Context: an optimization exercise on an open-source flow, tuned for small area. The choices shown serve that exercise and are no tape-out recipe.
At most, simulation tests tie the RTL to the original design; equivalence was not proved.
No driver is modelled on the clock port, so clock power and skew are understated where the tree is cut down; a real chip needs a root buffer or a tree.
Power and IR drop assume default switching activity.

== the previous run ==
// i2c_slave
module i2c_slave(
 input                 i_sclk
,input                 i_rst_n
,input         [7:0]   i_device_addr
,output reg            o_wr_de
,output        [7:0]   o_wr_addr
,output        [7:0]   o_wr_data
,output reg            o_wr_done
,output        [8:0]   o_wr_length
,output        [7:0]   o_rd_addr
,input         [7:0]   i_rd_data
,output                o_rd_de
,input                 i_scl
,input                 i_sda
,output                o_sda
);
For scale: about 400 cells after synthesis, ~57 I/O pins, roughly 4000 um^2 of cells after synthesis.
export LEC_CHECK = 0
export CAP_MARGIN = 0
export CORE_MARGIN = 2
export CORE_UTILIZATION = 85
export PLACE_DENSITY = 0.95
export SLEW_MARGIN = 0
create_clock -name core_clock -period 6.0 [get_ports {i_sclk}]
standard.sh (not shown) runs the stock make flow with config.mk's settings and CLKGATE_MAP_FILE= SYNTH_SCRIPT=/design/flow/synth_recipe.tcl, a recipe that flattens the netlist after the stock synthesis.
==> flow/flow/run.sh <==
#!/bin/bash
# The standard layout (standard.sh's make command) with these changes:
#  * synthesis: synth_recipe.tcl with freduce and an area-oriented ABC script, and
#    adders left to ABC instead of being mapped to full/half-adder cells;
#  * port buffers use the smallest buffer cell instead of the default pick;
#  * a lighter clock tree: the clock port drives MCTS_K buffers, each placed
#    at the centre of the cluster of flip-flops it clocks (flow/mcts_hook.tcl).
set -euo pipefail
here=$(pwd)
sed "s#SYNTH_SCRIPT=[^ ]*#SYNTH_SCRIPT=$here/flow/my_synth.tcl ADDER_MAP_FILE=#" standard.sh > my_standard.sh
grep -q "SYNTH_SCRIPT=$here/flow/my_synth.tcl" my_standard.sh
export FLOW_SYNTH_TCL=$here/synth_recipe.tcl
export MY_ABC_SCRIPT=$here/flow/abc_area.script
export BUFFER_PORTS_ARGS="-buffer_cell sky130_fd_sc_hd__buf_1"
export PRE_CTS_TCL=$here/flow/mcts_hook.tcl
export MCTS_CLK=i_sclk MCTS_K=3 MCTS_BUF=sky130_fd_sc_hd__buf_8
bash my_standard.sh > orfs_flow.log 2>&1
==> flow/flow/mcts.tcl <==
# Manual clock tree: the clock port drives MCTS_K buffers (MCTS_BUF), each
# placed at the centre of a cluster of the flip-flops it clocks (k-means on
# the placed flip-flop positions).
proc mcts_build {} {
  set K $::env(MCTS_K)
  set bufname $::env(MCTS_BUF)
  set block [ord::get_db_block]
  set clknet [$block findNet $::env(MCTS_CLK)]
  set master [[ord::get_db] findMaster $bufname]
  set sinks {}
  foreach it [$clknet getITerms] {
    set loc [[$it getInst] getLocation]
    lappend sinks [list $it [lindex $loc 0] [lindex $loc 1]]
  }
  set n [llength $sinks]
  # initial centres: spread along x order
  set sorted [lsort -real -index 1 $sinks]
  set cx {}; set cy {}
  for {set k 0} {$k < $K} {incr k} {
    set s [lindex $sorted [expr {int(($k + 0.5) * $n / $K)}]]
    lappend cx [lindex $s 1]; lappend cy [lindex $s 2]
  }
  for {set iter 0} {$iter < 50} {incr iter} {
    set sx [lrepeat $K 0.0]; set sy [lrepeat $K 0.0]; set cnt [lrepeat $K 0]
    set assign {}
    foreach s $sinks {
      set best 0; set bd 1e30
      for {set k 0} {$k < $K} {incr k} {
        set d [expr {abs([lindex $s 1] - [lindex $cx $k]) + abs([lindex $s 2] - [lindex $cy $k])}]
        if {$d < $bd} { set bd $d; set best $k }
      }
      lappend assign $best
      lset sx $best [expr {[lindex $sx $best] + [lindex $s 1]}]
      lset sy $best [expr {[lindex $sy $best] + [lindex $s 2]}]
      lset cnt $best [expr {[lindex $cnt $best] + 1}]
    }
    for {set k 0} {$k < $K} {incr k} {
      if {[lindex $cnt $k] > 0} {
        lset cx $k [expr {[lindex $sx $k] / [lindex $cnt $k]}]
        lset cy $k [expr {[lindex $sy $k] / [lindex $cnt $k]}]
      }
    }
  }
  puts "mcts: $n sinks, cluster sizes $cnt"
  set nets {}
  for {set k 0} {$k < $K} {incr k} {
    set inst [odb::dbInst_create $block $master "mcts_buf_$k"]
    set net [odb::dbNet_create $block "mcts_clk_$k"]
    $net setSigType CLOCK
    [$inst findITerm A] connect $clknet
    [$inst findITerm X] connect $net
    $inst setLocation [expr {int([lindex $cx $k])}] [expr {int([lindex $cy $k])}]
    $inst setPlacementStatus PLACED
    $inst setSourceType TIMING
    lappend nets $net
  }
  foreach s $sinks a $assign {
    set it [lindex $s 0]
    $it disconnect
    $it connect [lindex $nets $a]
  }
}
Other scripts of this flow, unchanged in this note and not shown: flow/flow/abc_area.script, flow/flow/mcts_hook.tcl, flow/flow/my_synth.tcl
Flow for the previous run halted at global placement (3_3_place_gp), error code GPL-0301.
### the previous run -> the current run
- a change of CORE_UTILIZATION from 85 to 60
- a change of PLACE_DENSITY from 0.95 to 0.8
-- flow/flow/run.sh --
<<< the previous run, line 15
export PRE_CTS_TCL=$here/flow/mcts_hook.tcl
export MCTS_CLK=i_sclk MCTS_K=3 MCTS_BUF=sky130_fd_sc_hd__buf_8
bash my_standard.sh > orfs_flow.log 2>&1
>>> the current run, line 15
export PRE_CTS_TCL=$here/flow/mcts_hook.tcl
export MCTS_CLK=i_sclk MCTS_K=3 MCTS_BUF=sky130_fd_sc_hd__buf_12
bash my_standard.sh > orfs_flow.log 2>&1
### Flow results
- Status for the previous run and the current run: clean finish in the current run only
- As far as synthesized cell count goes, the current run and the previous run are indistinguishable; the numbers are identical.
- Post-synthesis simple-gate area fraction: the previous run vs the current run identical
- The previous run -> the current run: cell area after synthesis flat
- Per the comparison of the current run with the previous run, die width now larger; placement row count up 5.
The clock cells of the current run come from the design's own scripts or RTL, not from TritonCTS.

i2c_slave, a different RTL version from the one above (not shown whole).
For scale: roughly 57 I/O pins, about 4400 sq um of cells after synthesis.
Settings: LEC_CHECK=0, CAP_MARGIN=20, CORE_MARGIN=2, CORE_UTILIZATION=60, PLACE_DENSITY=0.8, SLEW_MARGIN=20; clock period 6.0 ns.
==> flow/flow/run.sh <==
#!/bin/bash
# Standard ORFS layout (the standard.sh, standard synthesis unchanged) with two changes:
#  * port buffers use the smallest buffer cell instead of the default pick;
#  * a lighter clock tree: larger sink clusters, clkbuf_8 only, no dummy loads.
set -euo pipefail
export BUFFER_PORTS_ARGS="-buffer_cell sky130_fd_sc_hd__buf_1"
export CTS_ARGS="-sink_clustering_enable -repair_clock_nets -sink_clustering_size 100 -sink_clustering_max_diameter 500 -buf_list sky130_fd_sc_hd__clkbuf_8 -root_buf sky130_fd_sc_hd__clkbuf_8 -dont_use_dummy_load"
bash standard.sh > orfs_flow.log 2>&1
Then changed:
--- a/flow/flow/run.sh
+++ b/flow/flow/run.sh
@@ -2 +2,2 @@
-# Standard ORFS layout (the standard.sh, standard synthesis unchanged) with two changes:
+# The standard layout (standard.sh's make command) with these changes:
+#  * synthesis: synth_recipe.tcl with ABC's area-oriented mapping script;
@@ -4 +5 @@
-#  * a lighter clock tree: larger sink clusters, clkbuf_8 only, no dummy loads.
+#  * a lighter clock tree: clkbuf_8 only and no dummy loads.
@@ -5,0 +7,5 @@
+here=$(pwd)
+sed "s#SYNTH_SCRIPT=[^ ]*#SYNTH_SCRIPT=$here/flow/my_synth.tcl#" standard.sh > my_standard.sh
+grep -q "SYNTH_SCRIPT=$here/flow/my_synth.tcl" my_standard.sh
+export FLOW_SYNTH_TCL=$here/synth_recipe.tcl
+export MY_ABC_SCRIPT=$here/flow/abc_area.script
@@ -8 +14 @@
-bash standard.sh > orfs_flow.log 2>&1
+bash my_standard.sh > orfs_flow.log 2>&1
==> flow/flow/abc_area.script (new file) <==
&get -n
&st
&dch -f
&nf -a -R 1000
&put
==> flow/flow/my_synth.tcl (new file) <==
# The standard synthesis (synth_recipe.tcl, sourced unchanged) with one
# change: ABC maps the logic with an area-oriented script (MY_ABC_SCRIPT)
# instead of the delay-oriented one.  Flip-flop mapping is untouched, so the
# registers keep their names and cell types.
proc abc {args} {
  set i [lsearch -exact $args -script]
  if {$i >= 0 && [info exists ::env(MY_ABC_SCRIPT)]} {
    lset args [expr {$i + 1}] $::env(MY_ABC_SCRIPT)
  }
  yosys abc {*}$args
}
source $::env(FLOW_SYNTH_TCL)
Result:
- combinational power rises by well over a third
- die area came out lower by a few percent
- worst setup slack gains 0.034 ns
- cell area falls by a few percent
- clock-buffer cell count stays the same
- synthesized area is lower by a few percent
- non-clock buffer count does not change
- total power grows by a few percent

The RTL this note starts from:
==> flow/design.v <==
module i2c_slave(
 input                 i_sclk
,input                 i_rst_n
,input         [7:0]   i_device_addr
,output reg            o_wr_de
,output        [7:0]   o_wr_addr
,output        [7:0]   o_wr_data
,output reg            o_wr_done
,output        [8:0]   o_wr_length
,output        [7:0]   o_rd_addr
,input         [7:0]   i_rd_data
,output reg            o_rd_de
,input                 i_scl
,input                 i_sda
,output                o_sda
);
localparam   S_IDLE         = 4'h0;
localparam   S_START        = 4'h1;
localparam   S_DEV_ADDR     = 4'h2;
localparam   S_DEV_ACK      = 4'h3;
localparam   S_REG_ADDR     = 4'h4;
localparam   S_REG_ACK      = 4'h5;
localparam   S_WR_DATA      = 4'h6;
localparam   S_WR_DATA_ACK  = 4'h7;
localparam   S_RD_DATA      = 4'h8;
localparam   S_RD_DATA_ACK  = 4'h9;
localparam   S_STOP         = 4'ha;
reg  [3:0]   r_cs;
reg  [3:0]   r_ns;
reg  [3:0]   r_scl;
reg  [3:0]   r_sda;
reg          ro_sda;
wire w_sda_pos   = ~r_sda[3] &  r_sda[2];
wire w_sda_neg   =  r_sda[3] & ~r_sda[2];
wire w_scl_pos   = ~r_scl[3] &  r_scl[2];
wire w_scl_neg   =  r_scl[3] & ~r_scl[2];
wire w_bus_start = w_sda_neg & r_scl[3];
wire w_bus_stop  = w_sda_pos & r_scl[3];
reg  [3:0]   r_bit_cnt;
reg  [7:0]   r_shift;
reg  [7:0]   r_rd_addr;
reg  [8:0]   r_wr_length;
reg          r_wr_first;
reg          r_bus_wr_rd;
reg  [10:0]  r_ph_cnt;
reg  [9:0]   r_scl_low;
reg  [9:0]   r_scl_high;
reg          r_scl_high_vld;
reg  [9:0]   r_sda_en_cnt;
reg          r_sda_en;
reg          r_idle_en;
assign o_sda       = ro_sda;
assign o_rd_addr   = r_rd_addr;
assign o_wr_data   = r_shift;
assign o_wr_length = r_wr_length;
wire [7:0] w_wr_ofs = r_wr_first ? 8'd0 : r_wr_length[7:0];
wire [8:0] w_wr_sum = {1'b0, r_rd_addr} + {1'b0, w_wr_ofs};
assign o_wr_addr = w_wr_sum[7:0];
wire w_ns_idle  = (r_ns == S_IDLE);
wire w_rd_bit   = ~r_bit_cnt[3] & i_rd_data[~r_bit_cnt[2:0]];
wire w_ns_dev   = (r_ns == S_DEV_ADDR);
wire w_cs_acked = (r_cs == S_REG_ADDR) && (r_bit_cnt[3]) && w_scl_neg;
always @(posedge i_sclk or negedge i_rst_n) begin
	if(~i_rst_n) begin
		r_sda <= 4'd0;
		r_scl <= 4'd0;
	end
	else begin
		r_sda <= {r_sda[2:0], i_sda};
		r_scl <= {r_scl[2:0], i_scl};
	end
end
always @(posedge i_sclk) begin
	if(r_ns == S_DEV_ADDR || r_ns == S_REG_ADDR || r_ns == S_WR_DATA || r_ns == S_RD_DATA) begin
		if(w_scl_pos)
			r_bit_cnt <= r_bit_cnt + 4'd1;
	end
	else
		r_bit_cnt <= 4'd0;
end
always @(posedge i_sclk or negedge i_rst_n) begin
	if(~i_rst_n)
		o_rd_de <= 1'b0;
	else
		o_rd_de <= w_scl_pos && ((r_cs == S_DEV_ACK && r_bus_wr_rd) || r_cs == S_RD_DATA_ACK);
end
always @(posedge i_sclk or negedge i_rst_n) begin
	if(~i_rst_n)
		o_wr_de <= 1'b0;
	else
		o_wr_de <= (r_cs == S_WR_DATA) && (r_bit_cnt[3]) && w_scl_neg;
end
always @(posedge i_sclk or negedge i_rst_n) begin
	if(~i_rst_n)
		r_bus_wr_rd <= 1'b0;
	else if(r_cs == S_DEV_ADDR && r_bit_cnt[2:0] == 3'd7 && w_scl_pos)
		r_bus_wr_rd <= r_sda[3];
end
always @(posedge i_sclk) begin
	if(w_cs_acked)
		r_wr_first <= 1'b1;
	else if(r_cs == S_WR_DATA_ACK && w_scl_pos)
		r_wr_first <= 1'b0;
end
always @(posedge i_sclk or negedge i_rst_n) begin
	if(~i_rst_n)
		r_rd_addr <= 8'd0;
	else if(w_cs_acked)
		r_rd_addr <= r_shift;
	else if(r_cs == S_RD_DATA_ACK && w_scl_pos)
		r_rd_addr <= r_rd_addr + 8'd1;
end
always @(posedge i_sclk or negedge i_rst_n) begin
	if(~i_rst_n)
		r_wr_length <= 9'd0;
	else if(r_cs == S_WR_DATA_ACK && w_scl_pos)
		r_wr_length <= ({1'b0, w_wr_ofs} + 9'd1) ^ {w_wr_sum[8], 8'd0};
end
always @(posedge i_sclk or negedge i_rst_n) begin
	if(~i_rst_n)
		o_wr_done <= 1'b0;
	else
		o_wr_done <= ~r_bus_wr_rd & w_bus_stop;
end
always @(posedge i_sclk) begin
	if(w_scl_pos)
		r_shift <= {r_shift[6:0], r_sda[3]};
end
always @(posedge i_sclk or negedge i_rst_n) begin
	if(~i_rst_n)
		ro_sda <= 1'b1;
	else if(w_ns_idle || r_idle_en)
		ro_sda <= 1'b1;
	else if(r_sda_en)
		case(r_ns)
			S_DEV_ACK, S_REG_ACK, S_WR_DATA_ACK: ro_sda <= 1'b0;
			S_RD_DATA:                           ro_sda <= w_rd_bit;
			default:                             ro_sda <= 1'b1;
		endcase
end
always @(posedge i_sclk) begin
	if(w_scl_pos || w_scl_neg)
		r_ph_cnt <= 11'd0;
	else
		r_ph_cnt <= r_ph_cnt + 11'd1;
end
always @(posedge i_sclk) begin
	if(r_cs == S_DEV_ADDR && r_bit_cnt[2:0] == 3'd1 && w_scl_pos)
		r_scl_low <= r_ph_cnt[9:0];
end
always @(posedge i_sclk) begin
	if(~w_ns_idle && r_sda_en_cnt != r_scl_low && ~r_scl[3])
		r_sda_en_cnt <= r_sda_en_cnt + 10'd1;
	else
		r_sda_en_cnt <= 10'd0;
end
always @(posedge i_sclk) begin
	r_sda_en <= (r_sda_en_cnt == r_scl_low[9:1]);
end
always @(posedge i_sclk) begin
	if(w_ns_dev && r_bit_cnt[2:0] == 3'd2 && w_scl_neg)
		r_scl_high <= r_ph_cnt[9:0];
end
always @(posedge i_sclk) begin
	if(w_ns_idle)
		r_scl_high_vld <= 1'b0;
	else if(w_ns_dev && r_bit_cnt[2:0] == 3'd2 && w_scl_neg)
		r_scl_high_vld <= 1'b1;
end
always @(posedge i_sclk) begin
	r_idle_en <= r_scl[3] && r_scl_high_vld &&
		             (r_ph_cnt > {1'b0, r_scl_high} + {3'b0, r_scl_high[9:2]});
end
always @(posedge i_sclk or negedge i_rst_n) begin
	if(~i_rst_n)
		r_cs <= S_IDLE;
	else if(r_idle_en)
		r_cs <= S_IDLE;
	else
		r_cs <= r_ns;
end
always @(*) begin
	if(w_bus_start)
		r_ns = S_START;
	else if(w_bus_stop)
		r_ns = S_IDLE;
	else case(r_cs)
		S_START:
			r_ns = w_scl_neg ? S_DEV_ADDR : S_START;
		S_DEV_ADDR:
			if(r_bit_cnt[3] && w_scl_neg)
				r_ns = (r_shift[7:1] == i_device_addr[7:1]) ? S_DEV_ACK : S_IDLE;
			else
				r_ns = S_DEV_ADDR;
		S_DEV_ACK:
			if(w_scl_neg)
				r_ns = r_bus_wr_rd ? S_RD_DATA : S_REG_ADDR;
			else
				r_ns = S_DEV_ACK;
		S_REG_ADDR:
			r_ns = (r_bit_cnt[3] && w_scl_neg) ? S_REG_ACK : S_REG_ADDR;
		S_REG_ACK:
			r_ns = w_scl_neg ? S_WR_DATA : S_REG_ACK;
		S_WR_DATA:
			r_ns = (r_bit_cnt[3] && w_scl_neg) ? S_WR_DATA_ACK : S_WR_DATA;
		S_WR_DATA_ACK:
			r_ns = w_scl_neg ? S_WR_DATA : S_WR_DATA_ACK;
		S_RD_DATA:
			r_ns = (r_bit_cnt[3] && w_scl_neg) ? S_RD_DATA_ACK : S_RD_DATA;
		S_RD_DATA_ACK:
			if(w_scl_neg)
				r_ns = r_shift[0] ? S_STOP : S_RD_DATA;
			else
				r_ns = S_RD_DATA_ACK;
		S_STOP:
			r_ns = S_STOP;
		default:
			r_ns = S_IDLE;
	endcase
end
endmodule
==> flow/config.mk <==
export PLATFORM = sky130hd
export DESIGN_NAME = i2c_slave
export DESIGN_NICKNAME = i2c_slave
export VERILOG_FILES = /design/flow/design.v
export SDC_FILE = /design/flow/constraint.sdc
export NUM_CORES = 4
export LEC_CHECK = 0
export ABC_CLOCK_PERIOD_IN_PS = 30000
export CAP_MARGIN = 20
export CORE_MARGIN = 2
export CORE_UTILIZATION = 60
export PLACE_DENSITY = 0.8
export SLEW_MARGIN = 20
==> flow/constraint.sdc <==
create_clock -name core_clock -period 6.0 [get_ports {i_sclk}]
set_input_delay 1.2000 -clock core_clock [delete_from_list [all_inputs] [get_ports {i_sclk}]]
set_output_delay 1.2000 -clock core_clock [all_outputs]
set_load 0.01 [all_outputs]
==> flow/flow/run.sh <==
#!/bin/bash
# Standard ORFS layout (the standard.sh, standard synthesis unchanged) with two changes:
#  * port buffers use the smallest buffer cell instead of the default pick;
#  * a lighter clock tree: larger sink clusters, clkbuf_8 only, no dummy loads.
set -euo pipefail
export BUFFER_PORTS_ARGS="-buffer_cell sky130_fd_sc_hd__buf_1"
export CTS_ARGS="-sink_clustering_enable -repair_clock_nets -sink_clustering_size 100 -sink_clustering_max_diameter 500 -buf_list sky130_fd_sc_hd__clkbuf_8 -root_buf sky130_fd_sc_hd__clkbuf_8 -dont_use_dummy_load"
bash standard.sh > orfs_flow.log 2>&1
The baseline finished with timing, DRC and antenna clean.
Rerun with:
==> flow/run.sh (new file) <==
#!/bin/bash
# synth_recipe.tcl (not shown) runs the flow's synth.tcl, then flattens the netlist and writes it again
# the make line also repeats each setting of config.mk as NAME=value (left out here)
make -C /OpenROAD-flow-scripts/flow DESIGN_CONFIG=/design/flow/config.mk WORK_HOME=/design/flow/orfs CLKGATE_MAP_FILE= SYNTH_SCRIPT=/design/flow/synth_recipe.tcl finish
ABC_AREA = 1   (was unset)
ABC_CLOCK_PERIOD_IN_PS = unset   (was 30000)
CORE_UTILIZATION = 40   (was 60)
PLACE_DENSITY = 0.6   (was 0.8)
removed: flow/flow/run.sh
removed: flow/standard.sh
What happened: The new run completed with no timing, DRC or antenna violations. Die area grows by about 47%. Design area grows by about 12%. Count of clock-buffer cells in the layout grows by 4. Setup slack is worse by 160 ps. Total power grows by about 26%. Area after synthesis shrinks by about 0.7%. Core utilization shrinks by 18 points. Wire length grows by 6.5%. Clock skew shrinks by 27 ps. Via count grows by 8.3%.
Rerun with:
==> flow/flow/run.sh (new file) <==
#!/bin/bash
# Standard ORFS layout (the standard.sh, standard synthesis unchanged) with two changes:
#  * port buffers use the smallest buffer cell instead of the default pick;
#  * a lighter clock tree: larger sink clusters, clkbuf_8 only, no dummy loads.
set -euo pipefail
export BUFFER_PORTS_ARGS="-buffer_cell sky130_fd_sc_hd__buf_1"
export CTS_ARGS="-sink_clustering_enable -repair_clock_nets -sink_clustering_size 100 -sink_clustering_max_diameter 500 -buf_list sky130_fd_sc_hd__clkbuf_8 -root_buf sky130_fd_sc_hd__clkbuf_8 -dont_use_dummy_load"
bash standard.sh > orfs_flow.log 2>&1
==> flow/standard.sh (new file) <==
#!/bin/bash
# synth_recipe.tcl (not shown) runs the flow's synth.tcl, then flattens the netlist and writes it again
# the make line also repeats each setting of config.mk as NAME=value (left out here)
make -C /OpenROAD-flow-scripts/flow DESIGN_CONFIG=/design/flow/config.mk WORK_HOME=/design/flow/orfs CLKGATE_MAP_FILE= SYNTH_SCRIPT=/design/flow/synth_recipe.tcl "${@:-finish}"
ABC_AREA = unset   (was 1)
CORE_UTILIZATION = 60   (was 40)
PLACE_DENSITY = 0.8   (was 0.6)
removed: flow/run.sh
The new run completed without violations; setup slack gains 160 ps; via count drops by 7.6%; worst hold slack loses 11 ps; global-route usage climbs by 6.5 points; cell count drops by 23%.
Rerun with:
==> flow/run.sh (new file) <==
#!/bin/bash
# synth_recipe.tcl (not shown) runs the flow's synth.tcl, then flattens the netlist and writes it again
# the make line also repeats each setting of config.mk as NAME=value (left out here)
make -C /OpenROAD-flow-scripts/flow DESIGN_CONFIG=/design/flow/config.mk WORK_HOME=/design/flow/orfs CLKGATE_MAP_FILE= SYNTH_SCRIPT=/design/flow/synth_recipe.tcl finish
CORE_UTILIZATION = 40   (was 60)
PLACE_DENSITY = 0.6   (was 0.8)
removed: flow/flow/run.sh
removed: flow/standard.sh
Power grows by about 24%.
Setup slack is worse by 360 ps.
Synthesized area is unchanged.
Cell area grows by about 10%.
Rerun with:
==> flow/flow/run.sh (new file) <==
#!/bin/bash
# Standard ORFS layout (the standard.sh, standard synthesis unchanged) with two changes:
#  * port buffers use the smallest buffer cell instead of the default pick;
#  * a lighter clock tree: larger sink clusters, clkbuf_8 only, no dummy loads.
set -euo pipefail
export BUFFER_PORTS_ARGS="-buffer_cell sky130_fd_sc_hd__buf_1"
export CTS_ARGS="-sink_clustering_enable -repair_clock_nets -sink_clustering_size 100 -sink_clustering_max_diameter 500 -buf_list sky130_fd_sc_hd__clkbuf_8 -root_buf sky130_fd_sc_hd__clkbuf_8 -dont_use_dummy_load"
bash standard.sh > orfs_flow.log 2>&1
==> flow/standard.sh (new file) <==
#!/bin/bash
# synth_recipe.tcl (not shown) runs the flow's synth.tcl, then flattens the netlist and writes it again
# the make line also repeats each setting of config.mk as NAME=value (left out here)
make -C /OpenROAD-flow-scripts/flow DESIGN_CONFIG=/design/flow/config.mk WORK_HOME=/design/flow/orfs CLKGATE_MAP_FILE= SYNTH_SCRIPT=/design/flow/synth_recipe.tcl "${@:-finish}"
ABC_AREA = 1   (was unset)
CORE_UTILIZATION = 60   (was 40)
PLACE_DENSITY = 0.8   (was 0.6)
removed: flow/run.sh
Outcome: The new run completed with no timing, DRC or antenna violations. Clock-buffer cell count goes down by 3. Synthesized cell count rises by 22%. Cell area fell by 8.8%. Final cell count rose by 6.5%. Sequential cell count stays the same. Sequential power came out lower by about 0.6%. Combinational power decreases by 3.4%. Setup slack gets better by 530 ps. Maximum frequency grows by 14%.
Rerun with:
==> flow/run.sh (new file) <==
#!/bin/bash
# synth_recipe.tcl (not shown) runs the flow's synth.tcl, then flattens the netlist and writes it again
# the make line also repeats each setting of config.mk as NAME=value (left out here)
make -C /OpenROAD-flow-scripts/flow DESIGN_CONFIG=/design/flow/config.mk WORK_HOME=/design/flow/orfs CLKGATE_MAP_FILE= SYNTH_SCRIPT=/design/flow/synth_recipe.tcl finish
ABC_AREA = unset   (was 1)
CTS_BUF_LIST = sky130_fd_sc_hd__clkbuf_8   (was unset)
CTS_CLUSTER_DIAMETER = 200   (was unset)
CTS_CLUSTER_SIZE = 50   (was unset)
removed: flow/flow/run.sh
removed: flow/standard.sh
Register-to-register slack degrades by 370 ps.
Worst setup slack got worse by 600 ps.
Clock power grows by 16%.
Sequential cell count does not change.
Maximum frequency drops by 14%.
Hold slack got worse by 15 ps.
Utilization is higher by 4.3 points.
Clock-buffer cell count does not change.
Synthesized cell count came out lower by 18%.
Routed wire length is higher by 0.87%.
Power went up by 5.6%.
No run of this note included a check of the RTL's function; only the layout flow was run.

## afterwards: timing with drivers on the ports
The flow's constraints put no driver on any port. The routed layouts listed below were extracted and timed again, unchanged, in two steps.
Step 1: set_driving_cell puts a clkbuf_16 on i_sclk and a buf_2 on each other input, an assumption about the parent block.
Step 2 adds t to the input delays and takes it off the output delays; t is the mean of the earliest and latest rising clock arrival at the registers after step 1. Input paths then give back, and output paths get back, about the clock's delay inside the block.
Three values: no drivers, after step 1, after step 2; two values: the first two.
| run | t (ns) | setup WS [ns] | worst hold slack (ns) |
|---|---|---|---|
| the current run | 0.203 | 1.166 / 1.098 / 1.301 | 0.336 / 0.336 / 0.336 |
| the first run of note 2 | 0.367 | 0.701 / 0.669 / 1.036 | 0.337 / 0.337 / 0.337 |
| the second run of note 2 | 0.364 | 0.735 / 0.702 / 1.066 | 0.331 / 0.331 / 0.331 |
| the first run of note 3 | 0.380 | 2.030 / 1.995 / 2.375 | 0.344 / 0.344 / 0.344 |
| the second run of note 3 | 0.382 | 1.866 / 1.830 / 2.212 | 0.355 / 0.355 / 0.355 |
| the third run of note 3 | 0.380 | 2.030 / 1.995 / 2.375 | 0.344 / 0.344 / 0.344 |
| the fourth run of note 3 | 0.374 | 1.672 / 1.631 / 2.005 | 0.348 / 0.348 / 0.348 |
| the fifth run of note 3 | 0.373 | 2.206 / 2.173 / 2.546 | 0.369 / 0.369 / 0.369 |
| the sixth run of note 3 | 0.403 | 1.607 / 1.574 / 1.977 | 0.353 / 0.353 / 0.353 |
After both steps every run listed still meets setup and hold.
